What follows belongs to an exercise in optimizing a design on an open flow for small area and a short achievable clock period; a production flow would make more cautious choices. Function was not checked in any run shown here: the RTL went through the layout flow alone. Power is estimated from default activity; no workload was simulated.

==> design.v <==
module mac(input clk, input rst, input [15:0] x, input [15:0] y, output [31:0] acc);
reg r0_0;
reg r1_0;
reg r2_0;
reg r3_0;
reg r4_0;
reg r5_0;
reg r6_0;
reg r6_1;
reg r7_0;
reg r7_1;
reg r8_0;
reg r8_1;
reg r9_0;
reg r9_1;
reg r10_0;
reg r10_1;
reg r11_0;
reg r11_1;
reg r12_0;
reg r12_1;
reg r13_0;
reg r13_1;
reg r14_0;
reg r14_1;
reg r15_0;
reg r15_1;
reg r16_0;
reg r16_1;
reg r17_0;
reg r17_1;
reg r18_0;
reg r18_1;
reg r19_0;
reg r19_1;
reg r20_0;
reg r20_1;
reg r21_0;
reg r21_1;
reg r22_0;
reg r22_1;
reg r23_0;
reg r23_1;
reg r24_0;
reg r24_1;
reg r25_0;
reg r25_1;
reg r26_0;
reg r26_1;
reg r27_0;
reg r27_1;
reg r28_0;
reg r28_1;
reg r29_0;
reg r29_1;
reg r30_0;
reg r30_1;
reg r31_0;
reg rci;
wire p1;
wire p2;
wire p3;
wire p4;
wire p5;
wire p6;
wire p7;
wire p8;
wire p9;
wire p10;
wire p11;
wire p12;
wire p13;
wire p14;
wire p15;
wire p16;
wire p17;
wire p18;
wire p19;
wire p20;
wire p21;
wire p22;
wire p23;
wire p24;
wire p25;
wire p26;
wire p27;
wire p28;
wire p29;
wire p30;
wire p31;
wire p32;
wire p33;
wire p34;
wire p35;
wire p36;
wire p37;
wire p38;
wire p39;
wire p40;
wire p41;
wire p42;
wire p43;
wire p44;
wire p45;
wire p46;
wire p47;
wire p48;
wire p49;
wire p50;
wire p51;
wire p52;
wire p53;
wire p54;
wire p55;
wire p56;
wire p57;
wire p58;
wire p59;
wire p60;
wire p61;
wire p62;
wire p63;
wire p64;
wire p65;
wire p66;
wire p67;
wire p68;
wire p69;
wire p70;
wire p71;
wire p72;
wire p73;
wire p74;
wire p75;
wire p76;
wire p77;
wire p78;
wire p79;
wire p80;
wire p81;
wire p82;
wire p83;
wire p84;
wire p85;
wire p86;
wire p87;
wire p88;
wire p89;
wire p90;
wire p91;
wire p92;
wire p93;
wire p94;
wire p95;
wire p96;
wire p97;
wire p98;
wire p99;
wire p100;
wire p101;
wire p102;
wire p103;
wire p104;
wire p105;
wire p106;
wire p107;
wire p108;
wire p109;
wire p110;
wire p111;
wire p112;
wire p113;
wire p114;
wire p115;
wire p116;
wire p117;
wire p118;
wire p119;
wire p120;
wire p121;
wire p122;
wire p123;
wire p124;
wire p125;
wire p126;
wire p127;
wire p128;
wire p129;
wire p130;
wire p131;
wire p132;
wire p133;
wire p134;
wire p135;
wire p136;
wire p137;
wire p138;
wire p139;
wire p140;
wire p141;
wire p142;
wire p143;
wire p144;
wire p145;
wire p146;
wire p147;
wire p148;
wire p149;
wire p150;
wire p151;
wire p152;
wire p153;
wire p154;
wire p155;
wire p156;
wire p157;
wire p158;
wire p159;
wire p160;
wire p161;
wire p162;
wire p163;
wire p164;
wire p165;
wire p166;
wire p167;
wire p168;
wire p169;
wire p170;
wire p171;
wire p172;
wire p173;
wire p174;
wire p175;
wire p176;
wire p177;
wire p178;
wire p179;
wire p180;
wire p181;
wire p182;
wire p183;
wire p184;
wire p185;
wire p186;
wire p187;
wire p188;
wire p189;
wire p190;
wire p191;
wire p192;
wire p193;
wire p194;
wire p195;
wire p196;
wire p197;
wire p198;
wire p199;
wire p200;
wire p201;
wire p202;
wire p203;
wire p204;
wire p205;
wire p206;
wire p207;
wire p208;
wire p209;
wire p210;
wire p211;
wire p212;
wire p213;
wire p214;
wire p215;
wire p216;
wire p217;
wire p218;
wire p219;
wire p220;
wire p221;
wire p222;
wire p223;
wire p224;
wire p225;
wire p226;
wire p227;
wire p228;
wire p229;
wire p230;
wire p231;
wire p232;
wire p233;
wire p234;
wire p235;
wire p236;
wire p237;
wire p238;
wire p239;
wire p240;
wire p241;
wire p242;
wire p243;
wire p244;
wire p245;
wire p246;
wire p247;
wire p248;
wire p249;
wire p250;
wire p251;
wire p252;
wire p253;
wire p254;
wire p255;
wire p256;
wire s257;
wire c258;
wire s259;
wire c260;
wire s261;
wire c262;
wire s263;
wire c264;
wire s265;
wire c266;
wire s267;
wire c268;
wire s269;
wire c270;
wire s271;
wire c272;
wire s273;
wire c274;
wire s275;
wire c276;
wire s277;
wire c278;
wire s279;
wire c280;
wire s281;
wire c282;
wire s283;
wire c284;
wire s285;
wire c286;
wire s287;
wire c288;
wire s289;
wire c290;
wire s291;
wire c292;
wire s293;
wire c294;
wire s295;
wire c296;
wire s297;
wire c298;
wire s299;
wire c300;
wire s301;
wire c302;
wire s303;
wire c304;
wire s305;
wire c306;
wire s307;
wire c308;
wire s309;
wire c310;
wire s311;
wire c312;
wire s313;
wire c314;
wire s315;
wire c316;
wire s317;
wire c318;
wire s319;
wire c320;
wire s321;
wire c322;
wire s323;
wire c324;
wire s325;
wire c326;
wire s327;
wire c328;
wire s329;
wire c330;
wire s331;
wire c332;
wire s333;
wire c334;
wire s335;
wire c336;
wire s337;
wire c338;
wire s339;
wire c340;
wire s341;
wire c342;
wire s343;
wire c344;
wire s345;
wire c346;
wire s347;
wire c348;
wire s349;
wire c350;
wire s351;
wire c352;
wire s353;
wire c354;
wire s355;
wire c356;
wire s357;
wire c358;
wire s359;
wire c360;
wire s361;
wire c362;
wire s363;
wire c364;
wire s365;
wire c366;
wire s367;
wire c368;
wire s369;
wire c370;
wire s371;
wire c372;
wire s373;
wire c374;
wire s375;
wire c376;
wire s377;
wire c378;
wire s379;
wire c380;
wire s381;
wire c382;
wire s383;
wire c384;
wire s385;
wire c386;
wire s387;
wire c388;
wire s389;
wire c390;
wire s391;
wire c392;
wire s393;
wire c394;
wire s395;
wire c396;
wire s397;
wire c398;
wire s399;
wire c400;
wire s401;
wire c402;
wire s403;
wire c404;
wire s405;
wire c406;
wire s407;
wire c408;
wire s409;
wire c410;
wire s411;
wire c412;
wire s413;
wire c414;
wire s415;
wire c416;
wire s417;
wire c418;
wire s419;
wire c420;
wire s421;
wire c422;
wire s423;
wire c424;
wire s425;
wire c426;
wire s427;
wire c428;
wire s429;
wire c430;
wire s431;
wire c432;
wire s433;
wire c434;
wire s435;
wire c436;
wire s437;
wire c438;
wire s439;
wire c440;
wire s441;
wire c442;
wire s443;
wire c444;
wire s445;
wire c446;
wire s447;
wire c448;
wire s449;
wire c450;
wire s451;
wire c452;
wire s453;
wire c454;
wire s455;
wire c456;
wire s457;
wire c458;
wire s459;
wire c460;
wire s461;
wire c462;
wire s463;
wire c464;
wire s465;
wire c466;
wire s467;
wire c468;
wire s469;
wire c470;
wire s471;
wire c472;
wire s473;
wire c474;
wire s475;
wire c476;
wire s477;
wire c478;
wire s479;
wire c480;
wire s481;
wire c482;
wire s483;
wire c484;
wire s485;
wire c486;
wire s487;
wire c488;
wire s489;
wire c490;
wire s491;
wire c492;
wire s493;
wire c494;
wire s495;
wire c496;
wire s497;
wire c498;
wire s499;
wire c500;
wire s501;
wire c502;
wire s503;
wire c504;
wire s505;
wire c506;
wire s507;
wire c508;
wire s509;
wire c510;
wire s511;
wire c512;
wire s513;
wire c514;
wire s515;
wire c516;
wire s517;
wire c518;
wire s519;
wire c520;
wire s521;
wire c522;
wire s523;
wire c524;
wire s525;
wire c526;
wire s527;
wire c528;
wire s529;
wire c530;
wire s531;
wire c532;
wire s533;
wire c534;
wire s535;
wire c536;
wire s537;
wire c538;
wire s539;
wire c540;
wire s541;
wire c542;
wire s543;
wire c544;
wire s545;
wire c546;
wire s547;
wire c548;
wire s549;
wire c550;
wire s551;
wire c552;
wire s553;
wire c554;
wire s555;
wire c556;
wire s557;
wire c558;
wire s559;
wire c560;
wire s561;
wire c562;
wire s563;
wire c564;
wire s565;
wire c566;
wire s567;
wire c568;
wire s569;
wire c570;
wire s571;
wire c572;
wire s573;
wire c574;
wire s575;
wire c576;
wire s577;
wire c578;
wire s579;
wire c580;
wire s581;
wire c582;
wire s583;
wire c584;
wire s585;
wire c586;
wire s587;
wire c588;
wire s589;
wire c590;
wire s591;
wire c592;
wire s593;
wire c594;
wire s595;
wire c596;
wire s597;
wire c598;
wire s599;
wire c600;
wire s601;
wire c602;
wire s603;
wire c604;
wire s605;
wire c606;
wire s607;
wire c608;
wire s609;
wire c610;
wire s611;
wire c612;
wire s613;
wire c614;
wire s615;
wire c616;
wire s617;
wire c618;
wire s619;
wire c620;
wire s621;
wire c622;
wire s623;
wire c624;
wire s625;
wire c626;
wire s627;
wire c628;
wire s629;
wire c630;
wire s631;
wire c632;
wire s633;
wire c634;
wire s635;
wire c636;
wire s637;
wire c638;
wire s639;
wire c640;
wire s641;
wire c642;
wire s643;
wire c644;
wire s645;
wire c646;
wire s647;
wire c648;
wire s649;
wire c650;
wire s651;
wire c652;
wire s653;
wire c654;
wire s655;
wire c656;
wire s657;
wire c658;
wire s659;
wire c660;
wire s661;
wire c662;
wire s663;
wire c664;
wire s665;
wire c666;
wire s667;
wire c668;
wire s669;
wire c670;
wire s671;
wire c672;
wire s673;
wire c674;
wire s675;
wire c676;
wire s677;
wire c678;
wire s679;
wire c680;
wire s681;
wire c682;
wire s683;
wire c684;
wire s685;
wire c686;
wire s687;
wire c688;
wire s689;
wire c690;
wire s691;
wire c692;
wire s693;
wire c694;
wire s695;
wire c696;
wire s697;
wire c698;
wire s699;
wire c700;
wire s701;
wire c702;
wire s703;
wire c704;
wire s705;
wire c706;
wire s707;
wire c708;
wire s709;
wire c710;
wire s711;
wire c712;
wire s713;
wire c714;
wire s715;
wire c716;
wire s717;
wire c718;
wire s719;
wire c720;
wire s721;
wire c722;
wire s723;
wire c724;
wire s725;
wire c726;
wire s727;
wire c728;
wire s729;
wire c730;
wire s731;
wire c732;
wire s733;
wire c734;
wire s735;
wire c736;
wire s737;
wire c738;
wire s739;
wire c740;
wire s741;
wire c742;
wire s743;
wire c744;
wire s745;
wire c746;
wire s747;
wire c748;
wire s749;
wire c750;
wire s751;
wire c752;
wire s753;
wire c754;
wire s755;
wire c756;
wire s757;
wire c758;
wire s759;
wire c760;
wire s761;
wire c762;
wire s763;
wire c764;
wire s765;
wire c766;
wire s767;
wire c768;
wire s769;
wire c770;
wire s771;
wire c772;
wire s773;
wire c774;
wire s775;
wire c776;
wire s777;
wire c778;
wire s779;
wire c780;
wire s781;
wire c782;
wire s783;
wire c784;
wire s785;
wire c786;
wire s787;
wire c788;
wire s789;
wire c790;
wire s791;
wire c792;
wire s793;
wire c794;
wire s795;
wire c796;
wire s797;
wire c798;
wire s799;
wire c800;
wire s801;
wire c802;
wire x803;
wire x804;
assign p1 = ~(x[0] & y[0]);
assign p2 = ~(x[0] & y[1]);
assign p3 = ~(x[0] & y[2]);
assign p4 = ~(x[0] & y[3]);
assign p5 = ~(x[0] & y[4]);
assign p6 = ~(x[0] & y[5]);
assign p7 = ~(x[0] & y[6]);
assign p8 = ~(x[0] & y[7]);
assign p9 = ~(x[0] & y[8]);
assign p10 = ~(x[0] & y[9]);
assign p11 = ~(x[0] & y[10]);
assign p12 = ~(x[0] & y[11]);
assign p13 = ~(x[0] & y[12]);
assign p14 = ~(x[0] & y[13]);
assign p15 = ~(x[0] & y[14]);
assign p16 = ~(x[0] & y[15]);
assign p17 = ~(x[1] & y[0]);
assign p18 = ~(x[1] & y[1]);
assign p19 = ~(x[1] & y[2]);
assign p20 = ~(x[1] & y[3]);
assign p21 = ~(x[1] & y[4]);
assign p22 = ~(x[1] & y[5]);
assign p23 = ~(x[1] & y[6]);
assign p24 = ~(x[1] & y[7]);
assign p25 = ~(x[1] & y[8]);
assign p26 = ~(x[1] & y[9]);
assign p27 = ~(x[1] & y[10]);
assign p28 = ~(x[1] & y[11]);
assign p29 = ~(x[1] & y[12]);
assign p30 = ~(x[1] & y[13]);
assign p31 = ~(x[1] & y[14]);
assign p32 = ~(x[1] & y[15]);
assign p33 = ~(x[2] & y[0]);
assign p34 = ~(x[2] & y[1]);
assign p35 = ~(x[2] & y[2]);
assign p36 = ~(x[2] & y[3]);
assign p37 = ~(x[2] & y[4]);
assign p38 = ~(x[2] & y[5]);
assign p39 = ~(x[2] & y[6]);
assign p40 = ~(x[2] & y[7]);
assign p41 = ~(x[2] & y[8]);
assign p42 = ~(x[2] & y[9]);
assign p43 = ~(x[2] & y[10]);
assign p44 = ~(x[2] & y[11]);
assign p45 = ~(x[2] & y[12]);
assign p46 = ~(x[2] & y[13]);
assign p47 = ~(x[2] & y[14]);
assign p48 = ~(x[2] & y[15]);
assign p49 = ~(x[3] & y[0]);
assign p50 = ~(x[3] & y[1]);
assign p51 = ~(x[3] & y[2]);
assign p52 = ~(x[3] & y[3]);
assign p53 = ~(x[3] & y[4]);
assign p54 = ~(x[3] & y[5]);
assign p55 = ~(x[3] & y[6]);
assign p56 = ~(x[3] & y[7]);
assign p57 = ~(x[3] & y[8]);
assign p58 = ~(x[3] & y[9]);
assign p59 = ~(x[3] & y[10]);
assign p60 = ~(x[3] & y[11]);
assign p61 = ~(x[3] & y[12]);
assign p62 = ~(x[3] & y[13]);
assign p63 = ~(x[3] & y[14]);
assign p64 = ~(x[3] & y[15]);
assign p65 = ~(x[4] & y[0]);
assign p66 = ~(x[4] & y[1]);
assign p67 = ~(x[4] & y[2]);
assign p68 = ~(x[4] & y[3]);
assign p69 = ~(x[4] & y[4]);
assign p70 = ~(x[4] & y[5]);
assign p71 = ~(x[4] & y[6]);
assign p72 = ~(x[4] & y[7]);
assign p73 = ~(x[4] & y[8]);
assign p74 = ~(x[4] & y[9]);
assign p75 = ~(x[4] & y[10]);
assign p76 = ~(x[4] & y[11]);
assign p77 = ~(x[4] & y[12]);
assign p78 = ~(x[4] & y[13]);
assign p79 = ~(x[4] & y[14]);
assign p80 = ~(x[4] & y[15]);
assign p81 = ~(x[5] & y[0]);
assign p82 = ~(x[5] & y[1]);
assign p83 = ~(x[5] & y[2]);
assign p84 = ~(x[5] & y[3]);
assign p85 = ~(x[5] & y[4]);
assign p86 = ~(x[5] & y[5]);
assign p87 = ~(x[5] & y[6]);
assign p88 = ~(x[5] & y[7]);
assign p89 = ~(x[5] & y[8]);
assign p90 = ~(x[5] & y[9]);
assign p91 = ~(x[5] & y[10]);
assign p92 = ~(x[5] & y[11]);
assign p93 = ~(x[5] & y[12]);
assign p94 = ~(x[5] & y[13]);
assign p95 = ~(x[5] & y[14]);
assign p96 = ~(x[5] & y[15]);
assign p97 = ~(x[6] & y[0]);
assign p98 = ~(x[6] & y[1]);
assign p99 = ~(x[6] & y[2]);
assign p100 = ~(x[6] & y[3]);
assign p101 = ~(x[6] & y[4]);
assign p102 = ~(x[6] & y[5]);
assign p103 = ~(x[6] & y[6]);
assign p104 = ~(x[6] & y[7]);
assign p105 = ~(x[6] & y[8]);
assign p106 = ~(x[6] & y[9]);
assign p107 = ~(x[6] & y[10]);
assign p108 = ~(x[6] & y[11]);
assign p109 = ~(x[6] & y[12]);
assign p110 = ~(x[6] & y[13]);
assign p111 = ~(x[6] & y[14]);
assign p112 = ~(x[6] & y[15]);
assign p113 = ~(x[7] & y[0]);
assign p114 = ~(x[7] & y[1]);
assign p115 = ~(x[7] & y[2]);
assign p116 = ~(x[7] & y[3]);
assign p117 = ~(x[7] & y[4]);
assign p118 = ~(x[7] & y[5]);
assign p119 = ~(x[7] & y[6]);
assign p120 = ~(x[7] & y[7]);
assign p121 = ~(x[7] & y[8]);
assign p122 = ~(x[7] & y[9]);
assign p123 = ~(x[7] & y[10]);
assign p124 = ~(x[7] & y[11]);
assign p125 = ~(x[7] & y[12]);
assign p126 = ~(x[7] & y[13]);
assign p127 = ~(x[7] & y[14]);
assign p128 = ~(x[7] & y[15]);
assign p129 = ~(x[8] & y[0]);
assign p130 = ~(x[8] & y[1]);
assign p131 = ~(x[8] & y[2]);
assign p132 = ~(x[8] & y[3]);
assign p133 = ~(x[8] & y[4]);
assign p134 = ~(x[8] & y[5]);
assign p135 = ~(x[8] & y[6]);
assign p136 = ~(x[8] & y[7]);
assign p137 = ~(x[8] & y[8]);
assign p138 = ~(x[8] & y[9]);
assign p139 = ~(x[8] & y[10]);
assign p140 = ~(x[8] & y[11]);
assign p141 = ~(x[8] & y[12]);
assign p142 = ~(x[8] & y[13]);
assign p143 = ~(x[8] & y[14]);
assign p144 = ~(x[8] & y[15]);
assign p145 = ~(x[9] & y[0]);
assign p146 = ~(x[9] & y[1]);
assign p147 = ~(x[9] & y[2]);
assign p148 = ~(x[9] & y[3]);
assign p149 = ~(x[9] & y[4]);
assign p150 = ~(x[9] & y[5]);
assign p151 = ~(x[9] & y[6]);
assign p152 = ~(x[9] & y[7]);
assign p153 = ~(x[9] & y[8]);
assign p154 = ~(x[9] & y[9]);
assign p155 = ~(x[9] & y[10]);
assign p156 = ~(x[9] & y[11]);
assign p157 = ~(x[9] & y[12]);
assign p158 = ~(x[9] & y[13]);
assign p159 = ~(x[9] & y[14]);
assign p160 = ~(x[9] & y[15]);
assign p161 = ~(x[10] & y[0]);
assign p162 = ~(x[10] & y[1]);
assign p163 = ~(x[10] & y[2]);
assign p164 = ~(x[10] & y[3]);
assign p165 = ~(x[10] & y[4]);
assign p166 = ~(x[10] & y[5]);
assign p167 = ~(x[10] & y[6]);
assign p168 = ~(x[10] & y[7]);
assign p169 = ~(x[10] & y[8]);
assign p170 = ~(x[10] & y[9]);
assign p171 = ~(x[10] & y[10]);
assign p172 = ~(x[10] & y[11]);
assign p173 = ~(x[10] & y[12]);
assign p174 = ~(x[10] & y[13]);
assign p175 = ~(x[10] & y[14]);
assign p176 = ~(x[10] & y[15]);
assign p177 = ~(x[11] & y[0]);
assign p178 = ~(x[11] & y[1]);
assign p179 = ~(x[11] & y[2]);
assign p180 = ~(x[11] & y[3]);
assign p181 = ~(x[11] & y[4]);
assign p182 = ~(x[11] & y[5]);
assign p183 = ~(x[11] & y[6]);
assign p184 = ~(x[11] & y[7]);
assign p185 = ~(x[11] & y[8]);
assign p186 = ~(x[11] & y[9]);
assign p187 = ~(x[11] & y[10]);
assign p188 = ~(x[11] & y[11]);
assign p189 = ~(x[11] & y[12]);
assign p190 = ~(x[11] & y[13]);
assign p191 = ~(x[11] & y[14]);
assign p192 = ~(x[11] & y[15]);
assign p193 = ~(x[12] & y[0]);
assign p194 = ~(x[12] & y[1]);
assign p195 = ~(x[12] & y[2]);
assign p196 = ~(x[12] & y[3]);
assign p197 = ~(x[12] & y[4]);
assign p198 = ~(x[12] & y[5]);
assign p199 = ~(x[12] & y[6]);
assign p200 = ~(x[12] & y[7]);
assign p201 = ~(x[12] & y[8]);
assign p202 = ~(x[12] & y[9]);
assign p203 = ~(x[12] & y[10]);
assign p204 = ~(x[12] & y[11]);
assign p205 = ~(x[12] & y[12]);
assign p206 = ~(x[12] & y[13]);
assign p207 = ~(x[12] & y[14]);
assign p208 = ~(x[12] & y[15]);
assign p209 = ~(x[13] & y[0]);
assign p210 = ~(x[13] & y[1]);
assign p211 = ~(x[13] & y[2]);
assign p212 = ~(x[13] & y[3]);
assign p213 = ~(x[13] & y[4]);
assign p214 = ~(x[13] & y[5]);
assign p215 = ~(x[13] & y[6]);
assign p216 = ~(x[13] & y[7]);
assign p217 = ~(x[13] & y[8]);
assign p218 = ~(x[13] & y[9]);
assign p219 = ~(x[13] & y[10]);
assign p220 = ~(x[13] & y[11]);
assign p221 = ~(x[13] & y[12]);
assign p222 = ~(x[13] & y[13]);
assign p223 = ~(x[13] & y[14]);
assign p224 = ~(x[13] & y[15]);
assign p225 = ~(x[14] & y[0]);
assign p226 = ~(x[14] & y[1]);
assign p227 = ~(x[14] & y[2]);
assign p228 = ~(x[14] & y[3]);
assign p229 = ~(x[14] & y[4]);
assign p230 = ~(x[14] & y[5]);
assign p231 = ~(x[14] & y[6]);
assign p232 = ~(x[14] & y[7]);
assign p233 = ~(x[14] & y[8]);
assign p234 = ~(x[14] & y[9]);
assign p235 = ~(x[14] & y[10]);
assign p236 = ~(x[14] & y[11]);
assign p237 = ~(x[14] & y[12]);
assign p238 = ~(x[14] & y[13]);
assign p239 = ~(x[14] & y[14]);
assign p240 = ~(x[14] & y[15]);
assign p241 = ~(x[15] & y[0]);
assign p242 = ~(x[15] & y[1]);
assign p243 = ~(x[15] & y[2]);
assign p244 = ~(x[15] & y[3]);
assign p245 = ~(x[15] & y[4]);
assign p246 = ~(x[15] & y[5]);
assign p247 = ~(x[15] & y[6]);
assign p248 = ~(x[15] & y[7]);
assign p249 = ~(x[15] & y[8]);
assign p250 = ~(x[15] & y[9]);
assign p251 = ~(x[15] & y[10]);
assign p252 = ~(x[15] & y[11]);
assign p253 = ~(x[15] & y[12]);
assign p254 = ~(x[15] & y[13]);
assign p255 = ~(x[15] & y[14]);
assign p256 = ~(x[15] & y[15]);
fa us257 (r0_0, p1, 1'b1, s257, c258);
fa us259 (r1_0, p17, p2, s259, c260);
fa us261 (c258, s259, 1'b1, s261, c262);
fa us263 (r2_0, p18, p3, s263, c264);
fa us265 (p33, c260, s263, s265, c266);
fa us267 (c262, s265, 1'b1, s267, c268);
fa us269 (r3_0, p19, p34, s269, c270);
fa us271 (p4, p49, c264, s271, c272);
fa us273 (s269, c266, s271, s273, c274);
fa us275 (c268, s273, 1'b1, s275, c276);
fa us277 (r4_0, p20, p35, s277, c278);
fa us279 (p5, p50, p65, s279, c280);
fa us281 (c270, s277, s279, s281, c282);
fa us283 (c272, s281, c274, s283, c284);
fa us285 (c276, s283, 1'b1, s285, c286);
fa us287 (r5_0, p21, p36, s287, c288);
fa us289 (p51, p6, p66, s289, c290);
fa us291 (p81, c278, c280, s291, c292);
fa us293 (s287, s289, c282, s293, c294);
fa us295 (s291, s293, c284, s295, c296);
fa us297 (c286, s295, 1'b1, s297, c298);
fa us299 (r6_0, r6_1, rci, s299, c300);
fa us301 (r11_0, r11_1, 1'b1, s301, c302);
fa us303 (r12_0, r12_1, p103, s303, c304);
fa us305 (p118, p13, 1'b1, s305, c306);
fa us307 (r13_0, r13_1, p104, s307, c308);
fa us309 (p119, p134, p14, s309, c310);
fa us311 (p149, p164, 1'b1, s311, c312);
fa us313 (r14_0, r14_1, p105, s313, c314);
fa us315 (p120, p135, p15, s315, c316);
fa us317 (p150, p165, p180, s317, c318);
fa us319 (p195, p210, 1'b1, s319, c320);
fa us321 (r15_0, r15_1, p106, s321, c322);
fa us323 (p121, p136, p151, s323, c324);
fa us325 (p16, p166, p181, s325, c326);
fa us327 (p196, p211, p226, s327, c328);
fa us329 (p241, p31, 1'b1, s329, c330);
fa us331 (r16_0, r16_1, p107, s331, c332);
fa us333 (p122, p137, p152, s333, c334);
fa us335 (p167, p182, p197, s335, c336);
fa us337 (p212, p227, p242, s337, c338);
fa us339 (p32, p47, 1'b1, s339, c340);
fa us341 (r17_0, r17_1, p108, s341, c342);
fa us343 (p123, p138, p153, s343, c344);
fa us345 (p168, p183, p198, s345, c346);
fa us347 (p213, p228, p243, s347, c348);
fa us349 (r18_0, r18_1, p109, s349, c350);
fa us351 (p124, p139, p154, s351, c352);
fa us353 (p169, p184, p199, s353, c354);
fa us355 (r19_0, r19_1, p110, s355, c356);
fa us357 (p125, p140, p155, s357, c358);
fa us359 (r20_0, r20_1, p111, s359, c360);
fa us361 (s299, p22, p37, s361, c362);
fa us363 (p52, p67, p7, s363, c364);
fa us365 (r7_0, r7_1, c300, s365, c366);
fa us367 (p113, p23, p38, s367, c368);
fa us369 (r8_0, r8_1, p114, s369, c370);
fa us371 (p129, p24, p39, s371, c372);
fa us373 (r9_0, r9_1, p10, s373, c374);
fa us375 (p100, p115, p130, s375, c376);
fa us377 (p145, p25, 1'b1, s377, c378);
fa us379 (r10_0, r10_1, p101, s379, c380);
fa us381 (p11, p116, p131, s381, c382);
fa us383 (p146, p161, p26, s383, c384);
fa us385 (p41, p56, 1'b1, s385, c386);
fa us387 (s301, p102, p117, s387, c388);
fa us389 (p12, p132, p147, s389, c390);
fa us391 (p162, p177, p27, s391, c392);
fa us393 (p42, p57, p72, s393, c394);
fa us395 (c302, p133, p148, s395, c396);
fa us397 (p163, p178, p193, s397, c398);
fa us399 (p28, p43, p58, s399, c400);
fa us401 (p73, p88, s303, s401, c402);
fa us403 (p179, p194, p209, s403, c404);
fa us405 (p29, p44, p59, s405, c406);
fa us407 (p74, p89, c304, s407, c408);
fa us409 (c306, s307, s309, s409, c410);
fa us411 (p225, p30, p45, s411, c412);
fa us413 (p60, p75, p90, s413, c414);
fa us415 (c308, c310, c312, s415, c416);
fa us417 (s313, s315, s317, s417, c418);
fa us419 (p46, p61, p76, s419, c420);
fa us421 (p91, c314, c316, s421, c422);
fa us423 (c318, c320, s321, s423, c424);
fa us425 (s323, s325, s327, s425, c426);
fa us427 (p62, p77, p92, s427, c428);
fa us429 (c322, c324, c326, s429, c430);
fa us431 (c328, c330, s331, s431, c432);
fa us433 (s333, s335, s337, s433, c434);
fa us435 (p48, p63, p78, s435, c436);
fa us437 (p93, c332, c334, s437, c438);
fa us439 (c336, c338, c340, s439, c440);
fa us441 (s341, s343, s345, s441, c442);
fa us443 (p214, p229, p244, s443, c444);
fa us445 (p64, p79, p94, s445, c446);
fa us447 (c342, c344, c346, s447, c448);
fa us449 (c348, s349, s351, s449, c450);
fa us451 (p170, p185, p200, s451, c452);
fa us453 (p215, p230, p245, s453, c454);
fa us455 (p80, p95, c350, s455, c456);
fa us457 (c352, c354, s355, s457, c458);
fa us459 (p126, p141, p156, s459, c460);
fa us461 (p171, p186, p201, s461, c462);
fa us463 (p216, p231, p246, s463, c464);
fa us465 (p96, c356, c358, s465, c466);
fa us467 (r21_0, r21_1, p112, s467, c468);
fa us469 (p127, p142, p157, s469, c470);
fa us471 (p172, p187, p202, s471, c472);
fa us473 (p217, p232, p247, s473, c474);
fa us475 (r22_0, r22_1, p128, s475, c476);
fa us477 (p143, p158, p173, s477, c478);
fa us479 (p188, p203, p218, s479, c480);
fa us481 (r23_0, r23_1, p144, s481, c482);
fa us483 (p159, p174, p189, s483, c484);
fa us485 (r24_0, r24_1, p160, s485, c486);
fa us487 (p82, p97, c288, s487, c488);
fa us489 (c290, s361, 1'b1, s489, c490);
fa us491 (s365, p53, p68, s491, c492);
fa us493 (p8, p83, p98, s493, c494);
fa us495 (c362, c364, 1'b1, s495, c496);
fa us497 (c366, p54, p69, s497, c498);
fa us499 (p84, p9, p99, s499, c500);
fa us501 (c368, s369, s371, s501, c502);
fa us503 (p40, p55, p70, s503, c504);
fa us505 (p85, c370, c372, s505, c506);
fa us507 (s373, s375, s377, s507, c508);
fa us509 (p71, p86, c374, s509, c510);
fa us511 (c376, c378, s379, s511, c512);
fa us513 (s381, s383, s385, s513, c514);
fa us515 (p87, c380, c382, s515, c516);
fa us517 (c384, c386, s387, s517, c518);
fa us519 (s389, s391, s393, s519, c520);
fa us521 (c388, c390, c392, s521, c522);
fa us523 (c394, s305, s395, s523, c524);
fa us525 (s397, s399, s401, s525, c526);
fa us527 (c396, c398, c400, s527, c528);
fa us529 (s311, s403, s405, s529, c530);
fa us531 (c402, s407, s409, s531, c532);
fa us533 (c404, c406, s319, s533, c534);
fa us535 (s411, s413, c408, s535, c536);
fa us537 (c410, s415, s417, s537, c538);
fa us539 (c412, c414, s329, s539, c540);
fa us541 (s419, c416, c418, s541, c542);
fa us543 (s421, s423, s425, s543, c544);
fa us545 (c420, s339, s427, s545, c546);
fa us547 (c422, c424, c426, s547, c548);
fa us549 (s429, s431, s433, s549, c550);
fa us551 (c428, s347, s435, s551, c552);
fa us553 (c430, c432, c434, s553, c554);
fa us555 (s437, s439, s441, s555, c556);
fa us557 (c436, s353, s443, s557, c558);
fa us559 (s445, c438, c440, s559, c560);
fa us561 (c442, s447, s449, s561, c562);
fa us563 (c444, c446, s357, s563, c564);
fa us565 (s451, s453, c448, s565, c566);
fa us567 (c450, s455, s457, s567, c568);
fa us569 (c452, c454, s359, s569, c570);
fa us571 (s459, s461, s463, s571, c572);
fa us573 (c456, c458, s465, s573, c574);
fa us575 (c360, c460, c462, s575, c576);
fa us577 (c464, s467, s469, s577, c578);
fa us579 (s471, s473, c466, s579, c580);
fa us581 (p233, p248, c468, s581, c582);
fa us583 (c470, c472, c474, s583, c584);
fa us585 (s475, s477, s479, s585, c586);
fa us587 (p204, p219, p234, s587, c588);
fa us589 (p249, c476, c478, s589, c590);
fa us591 (c480, s481, s483, s591, c592);
fa us593 (p175, p190, p205, s593, c594);
fa us595 (p220, p235, p250, s595, c596);
fa us597 (c482, c484, s485, s597, c598);
fa us599 (r25_0, r25_1, p176, s599, c600);
fa us601 (p191, p206, p221, s601, c602);
fa us603 (p236, p251, c486, s603, c604);
fa us605 (r26_0, r26_1, p192, s605, c606);
fa us607 (p207, p222, p237, s607, c608);
fa us609 (r27_0, r27_1, p208, s609, c610);
fa us611 (s363, c292, s487, s611, c612);
fa us613 (s367, s491, s493, s613, c614);
fa us615 (c488, c490, 1'b1, s615, c616);
fa us617 (c492, c494, s497, s617, c618);
fa us619 (s499, c496, s501, s619, c620);
fa us621 (c498, c500, s503, s621, c622);
fa us623 (c502, s505, s507, s623, c624);
fa us625 (c504, c506, c508, s625, c626);
fa us627 (s509, s511, s513, s627, c628);
fa us629 (c510, c512, c514, s629, c630);
fa us631 (s515, s517, s519, s631, c632);
fa us633 (c516, c518, c520, s633, c634);
fa us635 (s521, s523, s525, s635, c636);
fa us637 (c522, c524, s527, s637, c638);
fa us639 (s529, c526, s531, s639, c640);
fa us641 (c528, c530, s533, s641, c642);
fa us643 (s535, c532, s537, s643, c644);
fa us645 (c534, s539, c536, s645, c646);
fa us647 (c538, s541, s543, s647, c648);
fa us649 (c540, s545, c542, s649, c650);
fa us651 (c544, s547, s549, s651, c652);
fa us653 (c546, s551, c548, s653, c654);
fa us655 (c550, s553, s555, s655, c656);
fa us657 (c552, s557, c554, s657, c658);
fa us659 (s559, c556, s561, s659, c660);
fa us661 (c558, s563, c560, s661, c662);
fa us663 (s565, c562, s567, s663, c664);
fa us665 (c564, s569, s571, s665, c666);
fa us667 (c566, c568, s573, s667, c668);
fa us669 (c570, c572, s575, s669, c670);
fa us671 (s577, c574, s579, s671, c672);
fa us673 (c576, c578, s581, s673, c674);
fa us675 (s583, s585, c580, s675, c676);
fa us677 (s587, c582, c584, s677, c678);
fa us679 (c586, s589, s591, s679, c680);
fa us681 (c588, s593, s595, s681, c682);
fa us683 (c590, c592, s597, s683, c684);
fa us685 (c594, c596, s599, s685, c686);
fa us687 (s601, c598, s603, s687, c688);
fa us689 (p252, c600, c602, s689, c690);
fa us691 (s605, s607, c604, s691, c692);
fa us693 (p223, p238, p253, s693, c694);
fa us695 (c606, c608, s609, s695, c696);
fa us697 (r28_0, r28_1, p224, s697, c698);
fa us699 (p239, p254, c610, s699, c700);
fa us701 (r29_0, r29_1, p240, s701, c702);
fa us703 (s489, c294, 1'b1, s703, c704);
fa us705 (s495, s613, c612, s705, c706);
fa us707 (c614, s617, c616, s707, c708);
fa us709 (c618, s621, c620, s709, c710);
fa us711 (c622, c624, s625, s711, c712);
fa us713 (c626, c628, s629, s713, c714);
fa us715 (c630, c632, s633, s715, c716);
fa us717 (c634, s637, c636, s717, c718);
fa us719 (c638, s641, c640, s719, c720);
fa us721 (c642, s645, c644, s721, c722);
fa us723 (c646, s649, c648, s723, c724);
fa us725 (c650, s653, c652, s725, c726);
fa us727 (c654, s657, c656, s727, c728);
fa us729 (c658, s661, c660, s729, c730);
fa us731 (s665, c662, c664, s731, c732);
fa us733 (c666, s669, c668, s733, c734);
fa us735 (c670, s673, c672, s735, c736);
fa us737 (c674, s677, s679, s737, c738);
fa us739 (s681, c678, c680, s739, c740);
fa us741 (c682, s685, c684, s741, c742);
fa us743 (c686, s689, c688, s743, c744);
fa us745 (s693, c690, s695, s745, c746);
fa us747 (c694, s697, c696, s747, c748);
fa us749 (p255, c698, s701, s749, c750);
fa us751 (r30_0, r30_1, p256, s751, c752);
fa us753 (s611, s703, 1'b1, s753, c754);
fa us755 (s615, c704, s705, s755, c756);
fa us757 (s619, c706, s707, s757, c758);
fa us759 (s623, c708, s709, s759, c760);
fa us761 (s627, c710, s711, s761, c762);
fa us763 (s631, c712, s713, s763, c764);
fa us765 (c714, s715, s635, s765, c766);
fa us767 (c716, s639, s717, s767, c768);
fa us769 (s643, c718, s719, s769, c770);
fa us771 (s647, c720, s721, s771, c772);
fa us773 (s651, c722, s723, s773, c774);
fa us775 (s655, c724, s725, s775, c776);
fa us777 (s659, c726, s727, s777, c778);
fa us779 (s663, c728, s729, s779, c780);
fa us781 (s667, c730, s731, s781, c782);
fa us783 (s671, c732, s733, s783, c784);
fa us785 (s675, c734, s735, s785, c786);
fa us787 (c676, s737, c736, s787, c788);
fa us789 (s683, c738, s739, s789, c790);
fa us791 (s687, c740, s741, s791, c792);
fa us793 (s691, c742, s743, s793, c794);
fa us795 (c692, s745, c744, s795, c796);
fa us797 (s699, c746, s747, s797, c798);
fa us799 (c700, s749, c748, s799, c800);
fa us801 (c702, s751, c750, s801, c802);
assign x803 = ~(r31_0 ^ c752);
assign x804 = ~(x803 ^ c802);
always @(posedge clk) begin
  r0_0 <= rst | s257;
  r1_0 <= rst | s261;
  r2_0 <= rst | s267;
  r3_0 <= rst | s275;
  r4_0 <= rst | s285;
  r5_0 <= rst | s297;
  r6_0 <= rst | c296;
  r6_1 <= rst | s753;
  r7_0 <= rst | c754;
  r7_1 <= rst | s755;
  r8_0 <= rst | c756;
  r8_1 <= rst | s757;
  r9_0 <= rst | c758;
  r9_1 <= rst | s759;
  r10_0 <= rst | c760;
  r10_1 <= rst | s761;
  r11_0 <= rst | c762;
  r11_1 <= rst | s763;
  r12_0 <= rst | c764;
  r12_1 <= rst | s765;
  r13_0 <= rst | c766;
  r13_1 <= rst | s767;
  r14_0 <= rst | c768;
  r14_1 <= rst | s769;
  r15_0 <= rst | c770;
  r15_1 <= rst | s771;
  r16_0 <= rst | c772;
  r16_1 <= rst | s773;
  r17_0 <= rst | c774;
  r17_1 <= rst | s775;
  r18_0 <= rst | c776;
  r18_1 <= rst | s777;
  r19_0 <= rst | c778;
  r19_1 <= rst | s779;
  r20_0 <= rst | c780;
  r20_1 <= rst | s781;
  r21_0 <= rst | c782;
  r21_1 <= rst | s783;
  r22_0 <= rst | c784;
  r22_1 <= rst | s785;
  r23_0 <= rst | c786;
  r23_1 <= rst | s787;
  r24_0 <= rst | s789;
  r24_1 <= rst | c788;
  r25_0 <= rst | c790;
  r25_1 <= rst | s791;
  r26_0 <= rst | c792;
  r26_1 <= rst | s793;
  r27_0 <= rst | c794;
  r27_1 <= rst | s795;
  r28_0 <= rst | s797;
  r28_1 <= rst | c796;
  r29_0 <= rst | c798;
  r29_1 <= rst | s799;
  r30_0 <= rst | s801;
  r30_1 <= rst | c800;
  r31_0 <= rst | x804;
  rci <= rst | c298;
end
assign acc[0] = ~r0_0;
assign acc[1] = ~r1_0;
assign acc[2] = ~r2_0;
assign acc[3] = ~r3_0;
assign acc[4] = ~r4_0;
assign acc[5] = ~r5_0;
wire [25:0] ra = {r31_0, r30_0, r29_0, r28_0, r27_0, r26_0, r25_0, r24_0, r23_0, r22_0, r21_0, r20_0, r19_0, r18_0, r17_0, r16_0, r15_0, r14_0, r13_0, r12_0, r11_0, r10_0, r9_0, r8_0, r7_0, r6_0};
wire [25:0] rb = {1'b1, r30_1, r29_1, r28_1, r27_1, r26_1, r25_1, r24_1, r23_1, r22_1, r21_1, r20_1, r19_1, r18_1, r17_1, r16_1, r15_1, r14_1, r13_1, r12_1, r11_1, r10_1, r9_1, r8_1, r7_1, r6_1};
addn u_add (ra, rb, rci, acc[31:6]);
endmodule
module addn(input [25:0] a, input [25:0] b, input ci, output [25:0] s);
wire [25:0] g, p, c;
pgen u_pg (a, b, g, p);
pfx u_pfx (g, p, ci, c);
assign s = ~(p ^ c);
endmodule
module pgen(input [25:0] a, input [25:0] b, output [25:0] g, output [25:0] p);
assign g = a & b;
assign p = a ^ b;
endmodule
module pfx(input [25:0] g, input [25:0] p, input ci, output [25:0] c);
wire gc0 = g[0] | (p[0] & ci);
wire G1 = g[1] | (p[1] & gc0);
wire G2 = g[3] | (p[3] & g[2]);
wire P2 = p[3] & p[2];
wire G3 = g[5] | (p[5] & g[4]);
wire P3 = p[5] & p[4];
wire G4 = g[7] | (p[7] & g[6]);
wire P4 = p[7] & p[6];
wire G5 = g[9] | (p[9] & g[8]);
wire P5 = p[9] & p[8];
wire G6 = g[11] | (p[11] & g[10]);
wire P6 = p[11] & p[10];
wire G7 = g[13] | (p[13] & g[12]);
wire P7 = p[13] & p[12];
wire G8 = g[15] | (p[15] & g[14]);
wire P8 = p[15] & p[14];
wire G9 = g[17] | (p[17] & g[16]);
wire P9 = p[17] & p[16];
wire G10 = g[19] | (p[19] & g[18]);
wire P10 = p[19] & p[18];
wire G11 = g[21] | (p[21] & g[20]);
wire P11 = p[21] & p[20];
wire G12 = g[23] | (p[23] & g[22]);
wire P12 = p[23] & p[22];
wire G13 = g[25] | (p[25] & g[24]);
wire P13 = p[25] & p[24];
wire G14 = G2 | (P2 & G1);
wire G15 = G4 | (P4 & G3);
wire P15 = P4 & P3;
wire G16 = G6 | (P6 & G5);
wire P16 = P6 & P5;
wire G17 = G8 | (P8 & G7);
wire P17 = P8 & P7;
wire G18 = G10 | (P10 & G9);
wire P18 = P10 & P9;
wire G19 = G12 | (P12 & G11);
wire P19 = P12 & P11;
wire G20 = G15 | (P15 & G14);
wire G21 = G17 | (P17 & G16);
wire P21 = P17 & P16;
wire G22 = G19 | (P19 & G18);
wire P22 = P19 & P18;
wire G23 = G21 | (P21 & G20);
wire G24 = G22 | (P22 & G23);
wire G25 = G16 | (P16 & G20);
wire G26 = G18 | (P18 & G23);
wire G27 = G3 | (P3 & G14);
wire G28 = G5 | (P5 & G20);
wire G29 = G7 | (P7 & G25);
wire G30 = G9 | (P9 & G23);
wire G31 = G11 | (P11 & G26);
wire G32 = G13 | (P13 & G24);
wire G33 = g[2] | (p[2] & G1);
wire G34 = g[4] | (p[4] & G14);
wire G35 = g[6] | (p[6] & G27);
wire G36 = g[8] | (p[8] & G20);
wire G37 = g[10] | (p[10] & G28);
wire G38 = g[12] | (p[12] & G25);
wire G39 = g[14] | (p[14] & G29);
wire G40 = g[16] | (p[16] & G23);
wire G41 = g[18] | (p[18] & G30);
wire G42 = g[20] | (p[20] & G26);
wire G43 = g[22] | (p[22] & G31);
wire G44 = g[24] | (p[24] & G24);
assign c[0] = ci;
assign c[1] = gc0;
assign c[2] = G1;
assign c[3] = G33;
assign c[4] = G14;
assign c[5] = G34;
assign c[6] = G27;
assign c[7] = G35;
assign c[8] = G20;
assign c[9] = G36;
assign c[10] = G28;
assign c[11] = G37;
assign c[12] = G25;
assign c[13] = G38;
assign c[14] = G29;
assign c[15] = G39;
assign c[16] = G23;
assign c[17] = G40;
assign c[18] = G30;
assign c[19] = G41;
assign c[20] = G26;
assign c[21] = G42;
assign c[22] = G31;
assign c[23] = G43;
assign c[24] = G24;
assign c[25] = G44;
endmodule
module fa(input a, input b, input c, output s, output co);
assign s = a ^ b ^ c;
assign co = (a & b) | (a & c) | (b & c);
endmodule
==> flow/run.sh <==
#!/bin/bash
# Layout: the standard ORFS flow (standard.sh, standard synthesis), with
#  - timing repair aimed at a setup slack of SETUP_MARGIN ns, so the resizer
#    works on the real critical paths even though the clock period is loose,
#  - port buffers of a small cell (every port still gets its own buffer),
#  - a clock tree without dummy balancing loads.
# Each tool's output goes to standard.log here and ORFS's own logs in orfs/logs.
set -euo pipefail
M=$(cat flow/margin)
cat >> config.mk <<EOC
export SETUP_SLACK_MARGIN = $M
export BUFFER_PORTS_ARGS = -buffer_cell sky130_fd_sc_hd__buf_2
export CTS_ARGS = -sink_clustering_enable -repair_clock_nets -dont_use_dummy_load
EOC
bash standard.sh > standard.log 2>&1
==> flow/margin <==
11
==> standard.sh <==
#!/bin/bash
# synth_recipe.tcl (not shown) runs the flow's synth.tcl, then flattens the netlist and writes it again
# the make line also repeats each setting of config.mk as NAME=value (left out here)
make -C /OpenROAD-flow-scripts/flow DESIGN_CONFIG=/design/flow/config.mk WORK_HOME=/design/flow/orfs CLKGATE_MAP_FILE= SYNTH_SCRIPT=/design/flow/synth_recipe.tcl "${@:-finish}"
==> config.mk <==
export PLATFORM = sky130hd
export DESIGN_NAME = mac
export DESIGN_NICKNAME = mac
export VERILOG_FILES = /design/flow/design.v
export SDC_FILE = /design/flow/constraint.sdc
export NUM_CORES = 4
export LEC_CHECK = 0
export CAP_MARGIN = 20
export CORE_MARGIN = 2
export CORE_UTILIZATION = 40
export SLEW_MARGIN = 20
export SYNTH_HIERARCHICAL = 1
export SYNTH_MINIMUM_KEEP_SIZE = 0
export SETUP_SLACK_MARGIN = 11
export BUFFER_PORTS_ARGS = -buffer_cell sky130_fd_sc_hd__buf_2
export CTS_ARGS = -sink_clustering_enable -repair_clock_nets -dont_use_dummy_load
==> constraint.sdc <==
create_clock -name core_clock -period 18.0 [get_ports {clk}]
set_input_delay 3.6000 -clock core_clock [delete_from_list [all_inputs] [get_ports {clk}]]
set_output_delay 3.6000 -clock core_clock [all_outputs]
set_load 0.01 [all_outputs]
==> summary.txt, run 1 <==
Status
  • Status: no timing/DRC/antenna violations

Global routing
  • Gr usage total: 19.8%
  • Vias in the first global route: 6740
  • Pin count of the biggest net entering global routing: 59
  • First-pass GRT wire length: 38.4 mm
  • Initial antenna violation count: 1
  • Total grt overflow: 0

STA
  • Fmax: 145 MHz
  • Setup TNS: 0 ps
  • Slew HR: 38.9%
  • Final-report setup violation count: 0
  • Final Hold Viols: 0
  • Final period utilization: 38.3%
  • Tmin final: 6900 ps
  • Clock Skew: 14.8 ps
  • Actual slew at the worst max-slew pin: a little over 900 ps
  • Max Slew Vio Count: 0
  • RSZ-0062 raised after global routing: true

Route
  • Via count: slightly above 6000
  • Total wire length: 23.2 mm
  • Drt initial violations: roughly 340
  • Final ANT Viol Nets: 0
  • Remaining DRCs: 0
  • WL/cell: 19.4 µm
  • Vias per cell: 5.11
  • First-pass DRT Iterations: 5

Worst hold path
  • Worst hold path depth: 2
  • Min-Delay Startpoint: r31_0
  • Worst Hold Class: flip-flop to flip-flop
  • Hold EP: r31_0

Yosys
  • Mean cell area of the mapped netlist: 11.0 µm²
  • Main flop type after synthesis: dfxtp_1
  • Largest family of logic cells by synthesized area: adder cells
  • Yosys top cell by area: fa_1
  • Synth area leaders: fa_1 57%, dfxtp_1 12%, nand2_1 10%
  • #FFs+latches synth: between 50 and 60
  • Post-synth top area share: a little under three fifths
  • Count leader, synth: fa_1
  • Complex-gate fraction of the synthesized area: 3.31%
  • Mapped Cells: just under 900
  • Multiplexer share of the synthesized area: 0%
  • Distinct cell type count after synthesis: 40
  • Seq/Total Area, Yosys: about an eighth
  • Ys async rst share: 0%
  • Post-Synth Simple-Gate Area: 15.7%
  • Post-Syn Area: slightly below 0.01 mm²
  • Post-synth EDFFs: 0
  • XOR/XNOR Fraction of Synth Area: 2.60%
  • Adder-cell share of the synthesized area: 60.1%
  • Synth warnings: 7
  • Post-synth top cells: 273 x fa_1, 266 x nand2_1, 58 x dfxtp_1

Clock tree
  • Post-CTS setup buffer count: 0
  • H-tree depth: 3
  • Post-CTS Hold Buffers: 0
  • CTS clk-pin slew, worst paths: around 50 ps
  • Clock Latency Late Sink: 340 ps
  • TritonCTS clock tree: done
  • CTS Buf Count: 9
  • Root buffer cell: clkbuf_16
  • CTS Sinks: between 50 and 60
  • Clk buf depth: 2

Critical path
  • Reg2Reg Capture Point: r12_1
  • CP required: 18220 ps
  • Critical Path Start: y[8]
  • Crit Path Max Fanout: 16
  • Kind of end point of the critical path: flip-flop
  • R2R setup slack: 14390 ps
  • Crit Path Category: input pin to flip-flop
  • Reg2Reg Depth: 7
  • Critical R2R Launch: r11_0
  • Worst path arrival time: 7130 ps
  • Worst setup SP type: input pin

Power and ir drop
  • Sw Share: 45.7%
  • P_sw: roughly 890 µW
  • Power per cell area: approximately 190 mW/mm²
  • Flop pwr share: 12.4%
  • Comb pwr share: 80.1%
  • Cell internal pwr: roughly 1.1 mW
  • Clock Power Share: 7.4%
  • Lkg Pwr: 3.63 nW
  • Worst vdd ir: 0.000104 V

Die
  • Starting density of the core: approximately two fifths
  • Die Y: ~160 µm
  • I/O pins: 66
  • Rows: 56
  • Core area: 0.0235 mm²
  • Die X-Extent: 159 µm
  • Die ar.: 0.0253 mm²

Final layout
  • Area growth syn-to-layout: 5.18%
  • Layout cells sized above 1: between 10 and 15%
  • Nets: ~1200
  • Post-layout util: between 40% and 50%
  • Ant diodes: 0

Placed design
  • RePlAce Congestion: slightly above 0.8
  • Port buffer count: 65
  • DP Wirelength: 18.4 mm

Job
  • Max Cap Viol: 0
-- worst max path at each step --
stage	end	slack [ps]	depth (start not counted)
finish	r20_1	11100	9
global route	r18_1	11000	9
floorplan	r17_1	10990	10
global placement	r17_1	10680	9
CTS	r18_1	11020	9
detailed placement	r18_1	10650	9
-- kinds of logic (layout without fill, tap and decap cells) --
group	after synthesis	in the layout
AND/OR/NAND/NOR	343	343
adder cells (fa/ha/maj)	299	299
buffers and inverters	104	82
flip-flops	58	58
AO/OA/AOI/OAI	44	44
XOR/XNOR	27	27
other	1	20
-- per-module statistics from Yosys (local to each module, per instance) --
module / cells / times used
addn: 26 / 1
fa: 1 / 273
mac: 450 / 1
pfx: 101 / 1
pgen: 26 / 1
-- cell usage in the layout (no fill, tap or decap), drive strengths merged, types with 2 or more instances in the layout --
cell type and n:
nand2b 2, o21ai 4, a21o 15, nand4 5
or2 59, conb 20, fa 273, a2111oi 2
nor3 2, nor2 5, a31oi 2, o21a 2
buf 55, xnor2 26, nand2 266, ha 26
clkbuf 19, a21oi 12, inv 8, dfxtp 58
-- cell type report --
class                   instances  area (µm²)
clock buffers                   9         225
fillers                      2346       13400
inverters                       8        30.0
multi-input cells             733        7970
flip-flops and latches         58        1160
well taps                     319         399
repair buffers                 65         353
-- per-stage QoR --
step | area (µm²) | total power [mW] | hold WS (ps) | setup slack [ps] | std cells
floorplan | 9860 | 1.47 | 605 | 10990 | 895
finish | 10100 | 1.95 | 642 | 11100 | 1192
detailed placement | 9880 | 1.82 | 641 | 10650 | 1183
global placement | 9880 | 1.80 | 624 | 10680 | 1183
global route | 10100 | 2.24 | 698 | 11000 | 1192
CTS | 10100 | 1.99 | 649 | 11020 | 1192
-- power by group through the flow --
stage          Combinational [mW]  Sequential [mW]  Clock [mW]
6_report                     1.56            0.243       0.145
5_1_grt                      1.84            0.251       0.154
4_1_cts                      1.59            0.244       0.149
3_5_place_dp                 1.58            0.246           0
3_3_place_gp                 1.55            0.245           0
2_1_floorplan                1.24            0.232           0
-- layer usage --
| metal | global-route usage (%) | share of wire (%) | wire length, µm |
|---|---|---|---|
| met1 | 27.9 | 44 | 10200 |
| met2 | 31.7 | 48 | 11200 |
| met3 | 3.41 | 5.1 | 1190 |
| met5 | 0 | 0.047 | 11 |
| met4 | 5.95 | 2.5 | 572 |
-- timing repair --
item / in CTS / in global routing
setup endpoints to repair: 0 / 11
gates resized for setup: 0 / 12
endpoints found under the hold margin: 0 / 0
-- critical path, cell delays in order --
cell,delay (ps)
buf_2,340
nand2_1,140
fa_1,490
fa_1,550
fa_1,430
fa_1,390
fa_1,500
fa_1,400
or2_2,270
==> run 2: changes to the inputs <==
--- a/design.v
+++ b/design.v
@@ -1463,106 +1463,7 @@
 addn u_add (ra, rb, rci, acc[31:6]);
 endmodule
 module addn(input [25:0] a, input [25:0] b, input ci, output [25:0] s);
-wire [25:0] g, p, c;
-pgen u_pg (a, b, g, p);
-pfx u_pfx (g, p, ci, c);
-assign s = ~(p ^ c);
-endmodule
-module pgen(input [25:0] a, input [25:0] b, output [25:0] g, output [25:0] p);
-assign g = a & b;
-assign p = a ^ b;
-endmodule
-module pfx(input [25:0] g, input [25:0] p, input ci, output [25:0] c);
-wire gc0 = g[0] | (p[0] & ci);
-wire G1 = g[1] | (p[1] & gc0);
-wire G2 = g[3] | (p[3] & g[2]);
-wire P2 = p[3] & p[2];
-wire G3 = g[5] | (p[5] & g[4]);
-wire P3 = p[5] & p[4];
-wire G4 = g[7] | (p[7] & g[6]);
-wire P4 = p[7] & p[6];
-wire G5 = g[9] | (p[9] & g[8]);
-wire P5 = p[9] & p[8];
-wire G6 = g[11] | (p[11] & g[10]);
-wire P6 = p[11] & p[10];
-wire G7 = g[13] | (p[13] & g[12]);
-wire P7 = p[13] & p[12];
-wire G8 = g[15] | (p[15] & g[14]);
-wire P8 = p[15] & p[14];
-wire G9 = g[17] | (p[17] & g[16]);
-wire P9 = p[17] & p[16];
-wire G10 = g[19] | (p[19] & g[18]);
-wire P10 = p[19] & p[18];
-wire G11 = g[21] | (p[21] & g[20]);
-wire P11 = p[21] & p[20];
-wire G12 = g[23] | (p[23] & g[22]);
-wire P12 = p[23] & p[22];
-wire G13 = g[25] | (p[25] & g[24]);
-wire P13 = p[25] & p[24];
-wire G14 = G2 | (P2 & G1);
-wire G15 = G4 | (P4 & G3);
-wire P15 = P4 & P3;
-wire G16 = G6 | (P6 & G5);
-wire P16 = P6 & P5;
-wire G17 = G8 | (P8 & G7);
-wire P17 = P8 & P7;
-wire G18 = G10 | (P10 & G9);
-wire P18 = P10 & P9;
-wire G19 = G12 | (P12 & G11);
-wire P19 = P12 & P11;
-wire G20 = G15 | (P15 & G14);
-wire G21 = G17 | (P17 & G16);
-wire P21 = P17 & P16;
-wire G22 = G19 | (P19 & G18);
-wire P22 = P19 & P18;
-wire G23 = G21 | (P21 & G20);
-wire G24 = G22 | (P22 & G23);
-wire G25 = G16 | (P16 & G20);
-wire G26 = G18 | (P18 & G23);
-wire G27 = G3 | (P3 & G14);
-wire G28 = G5 | (P5 & G20);
-wire G29 = G7 | (P7 & G25);
-wire G30 = G9 | (P9 & G23);
-wire G31 = G11 | (P11 & G26);
-wire G32 = G13 | (P13 & G24);
-wire G33 = g[2] | (p[2] & G1);
-wire G34 = g[4] | (p[4] & G14);
-wire G35 = g[6] | (p[6] & G27);
-wire G36 = g[8] | (p[8] & G20);
-wire G37 = g[10] | (p[10] & G28);
-wire G38 = g[12] | (p[12] & G25);
-wire G39 = g[14] | (p[14] & G29);
-wire G40 = g[16] | (p[16] & G23);
-wire G41 = g[18] | (p[18] & G30);
-wire G42 = g[20] | (p[20] & G26);
-wire G43 = g[22] | (p[22] & G31);
-wire G44 = g[24] | (p[24] & G24);
-assign c[0] = ci;
-assign c[1] = gc0;
-assign c[2] = G1;
-assign c[3] = G33;
-assign c[4] = G14;
-assign c[5] = G34;
-assign c[6] = G27;
-assign c[7] = G35;
-assign c[8] = G20;
-assign c[9] = G36;
-assign c[10] = G28;
-assign c[11] = G37;
-assign c[12] = G25;
-assign c[13] = G38;
-assign c[14] = G29;
-assign c[15] = G39;
-assign c[16] = G23;
-assign c[17] = G40;
-assign c[18] = G30;
-assign c[19] = G41;
-assign c[20] = G26;
-assign c[21] = G42;
-assign c[22] = G31;
-assign c[23] = G43;
-assign c[24] = G24;
-assign c[25] = G44;
+assign s = ~(a + b + ci);
 endmodule
 module fa(input a, input b, input c, output s, output co);
 assign s = a ^ b ^ c;
==> summary.txt, run 2 <==
Status
  • Status: no timing/DRC/antenna violations

STA
  • Final Hold Viols: 0 (unchanged)
  • Final period utilization: 38.4% (+0.099 points)
  • Max Slew Vio Count: 0 (unchanged)
  • Clock Skew: 14.6 ps (-0.196 ps)
  • Setup TNS: 0 ps (unchanged)
  • Final-report setup violation count: 0 (unchanged)
  • Fmax: 145 MHz (-0.26%)
  • RSZ-0062 raised after global routing: false
  • Tmin final: 6920 ps (+17.9 ps)
  • Slew HR: 40.8% (+1.9 points)
  • Actual slew at the worst max-slew pin: 888 ps (-28.7 ps)

Global routing
  • Initial antenna violation count: 0 (-1)
  • Pin count of the biggest net entering global routing: 59 (unchanged)
  • Vias in the first global route: 7388 (+9.6%)
  • Total grt overflow: 0 (unchanged)
  • Gr usage total: 21.1% (+1.2 points)
  • First-pass GRT wire length: 40.9 mm (+6.5%)

Yosys
  • Distinct cell type count after synthesis: 55 (+38%)
  • Post-synth top area share: 56.6% (-0.14 points)
  • Post-Syn Area: 0.00973 mm² (+0.99%)
  • Post-synth top cells: 275 x fa_1, 272 x nand2_1, 58 x dfxtp_1
  • Main flop type after synthesis: dfxtp_1
  • Mapped Cells: 908 (+3.7%)
  • Yosys top cell by area: fa_1
  • #FFs+latches synth: 58 (unchanged)
  • Ys async rst share: 0% (unchanged)
  • Mean cell area of the mapped netlist: 10.7 µm² (-2.6%)
  • Synth warnings: 7 (unchanged)
  • Count leader, synth: fa_1
  • Seq/Total Area, Yosys: 11.9% (-0.12 points)
  • Post-synth EDFFs: 0 (unchanged)
  • Synth area leaders: fa_1 57%, dfxtp_1 12%, nand2_1 10%

Placed design
  • Port buffer count: 65 (unchanged)
  • RePlAce Congestion: 0.842 (+3.8%)
  • DP Cell Count: 1238 (+4.6%)
  • DP Wirelength: 19.4 mm (+5.9%)

Power and ir drop
  • Post-route total power: 2.01 mW (+3.2%)
  • Worst vdd ir: 0.0000948 V (-8.4%)
  • Power per cell area: 192 mW/mm² (-0.29%)
  • Lkg Pwr: 3.74 nW (+3.0%)

Critical path
  • Critical Path Start: x[14]
  • Critical R2R Launch: r17_1
  • CP required: 18220 ps (about the same)
  • Reg2Reg Depth: 7 (unchanged)
  • Kind of end point of the critical path: flip-flop
  • Worst path arrival time: 7140 ps (about the same)
  • Crit Path Max Fanout: 16 (unchanged)
  • Worst setup SP type: input pin
  • Crit Path Category: input pin to flip-flop

Die
  • Die X-Extent: 160 µm (+0.48%)
  • Starting density of the core: 40.4% (-0.56 points)
  • Rows: 57 (+1.8%)
  • Die Y: 160 µm (+0.48%)
  • I/O pins: 66 (unchanged)
  • Core area: 0.0241 mm² (+2.4%)
  • Die ar.: 0.0256 mm² (+0.96%)

Clock tree
  • CTS Buf Count: 9 (unchanged)
  • Root buffer cell: clkbuf_16
  • TritonCTS clock tree: done
  • H-tree depth: 3 (unchanged)
  • Post-CTS Hold Buffers: 0 (unchanged)
  • Clk buf depth: 2 (unchanged)
  • Clock Latency Late Sink: 340 ps (about the same)
  • CTS clk-pin slew, worst paths: 50 ps (about the same)
  • CTS Sinks: 58 (unchanged)

Final layout
  • Layout cells sized above 1: 15.0% (+0.30 points)
  • Count of non-filler cells in the finished layout: 1253 (+5.1%)
  • Most frequent cells in the layout: 272 x nand2_1, 264 x fa_1, 58 x dfxtp_1
  • Final-layout fill cell count: 2358 (+0.51%)
  • Nets: 1264 (+4.6%)
  • Ant diodes: 0 (unchanged)
  • Most common cell after layout, fill and taps aside: nand2_1
  • Area growth syn-to-layout: 7.75%

Route
  • Vias per cell: 5.20 (+1.9%)
  • Remaining DRCs: 0 (unchanged)
  • Via count: 6519 (+7.1%)
  • First-pass DRT Iterations: 5 (unchanged)
  • Final ANT Viol Nets: 0 (unchanged)
  • Total wire length: 24.9 mm (+7.6%)
  • WL/cell: 19.9 µm (+2.4%)
  • Drt initial violations: 417 (+21%)

Worst hold path
  • Worst hold path depth: 2 (unchanged)
  • Worst Hold Class: flip-flop to flip-flop
  • Min-Delay Startpoint: r0_0

Job
  • Max Cap Viol: 0 (unchanged)
## run 2: changes by cell type in the layout (fill, tap and decap cells not counted), moves of 7 or more
cell      delta
xnor2_1     -14
clkbuf_4    +10
buf_2        -9
xor2_1       +8
a21oi_1      +7
## run 2: worst max-delay path, stage by stage
cell and delay (ps):
buf_2 360, nand2_1 140, fa_1 490, fa_1 540, fa_2 450, fa_2 360, fa_1 500, fa_1 410
or2_2 280
## run 2: timing repair
action | CTS | global route
pin swaps | 2 | 4
endpoints found under the setup margin | 4 | 13
setup buffers | 3 | 3
resized for setup | 3 | 22
## run 2: path summary, 6_finish.rpt
kind	to	slack (ps)
max	r17_1	11080
max reg2reg	r19_1	14390
min	r0_0	650
min reg2reg	r0_0	650
## run 2: metal layers
layer | wire length [µm] | vias up | GRT usage, % | part of all wire (%)
met5 | 0 | - | 0 | 0
met4 | 754 | 0 | 6.88 | 3.0
met3 | 1170 | 45 | 3.09 | 4.7
met2 | 12500 | 211 | 35.7 | 50
met1 | 10500 | 3440 | 28.0 | 42
li1 | - | 2823 | - | -
## run 2: power breakdown
group	switching (mW)	internal [mW]	leakage (nW)
Clock	0.0580	0.0872	0.111
Sequential	0.0509	0.195	0.483
Combinational	0.832	0.789	3.14
## run 2: logic make-up (layout without fill, tap and decap cells)
kind of cell | count (synthesis) | after routing | synth area share [%]
and+or+nand+nor | 369 | 369 | 16.5
muxes | 1 | 1 | 0.103
xor gates and xnor gates | 22 | 22 | 2.12
AOI/OAI and AO/OA | 70 | 70 | 4.99
other | 1 | 20 | 0.0385
DFF | 58 | 58 | 11.9
adders and majority gates | 299 | 299 | 59.7
buffers and inverters | 88 | 90 | 4.62
## run 2: Yosys stat by module (local to each module, per instance)
module  cells inside  flops+latches
mac              450             58
addn             185              0
fa                 1              0
## run 2: metrics by stage
step / util, % / hold WS, ps / worst slack (ps) / area, µm²
CTS: 43.2 / 659 / 11000 / 10400
finish: 43.5 / 650 / 11080 / 10500
floorplan: - / 605 / 10990 / 9950
detailed placement: 42.1 / 634 / 10660 / 10100
global placement: 42.1 / 635 / 10720 / 10100
global route: 43.5 / 675 / 11000 / 10500
## run 2: area by class of cell
class	count	area [µm²]	area share [%]
Inverter	10	37.5	0.358
Tap cell	324	405	3.87
Timing Repair Buffer	71	420	4.01
Multi-Input combinational cell	781	8240	78.5
Clock buffer	9	225	2.15
Sequential cell	58	1160	11.1

==> afterwards: timing with drivers on the ports <==
The flow's constraints put no driver on any port. The routed layouts listed below were extracted and timed again, unchanged, in two steps.
Step 1 assumes that a clkbuf_16 drives the clock port and a buf_2 every other input.
Step 2 also shifts input and output timing later by t, the mid clock arrival at the registers, as if the neighbouring blocks saw the same clock.
Slacks: ideal ports / drivers / drivers and shift; pairs: ideal ports / drivers.
run	shift t [ns]	setup slack, ns	hold WS [ns]	worst slew at a driven data input, ns
run 1	0.382	11.097 / 11.105 / 10.723	0.642 / 0.642 / 0.642	0.07
run 2	0.386	11.080 / 11.107 / 10.721	0.650 / 0.650 / 0.650	0.06
After both steps every run listed still meets setup and hold. For run 1, which loses most, drivers alone change the setup slack by +0.008 ns; drivers and shift together by -0.374 ns.
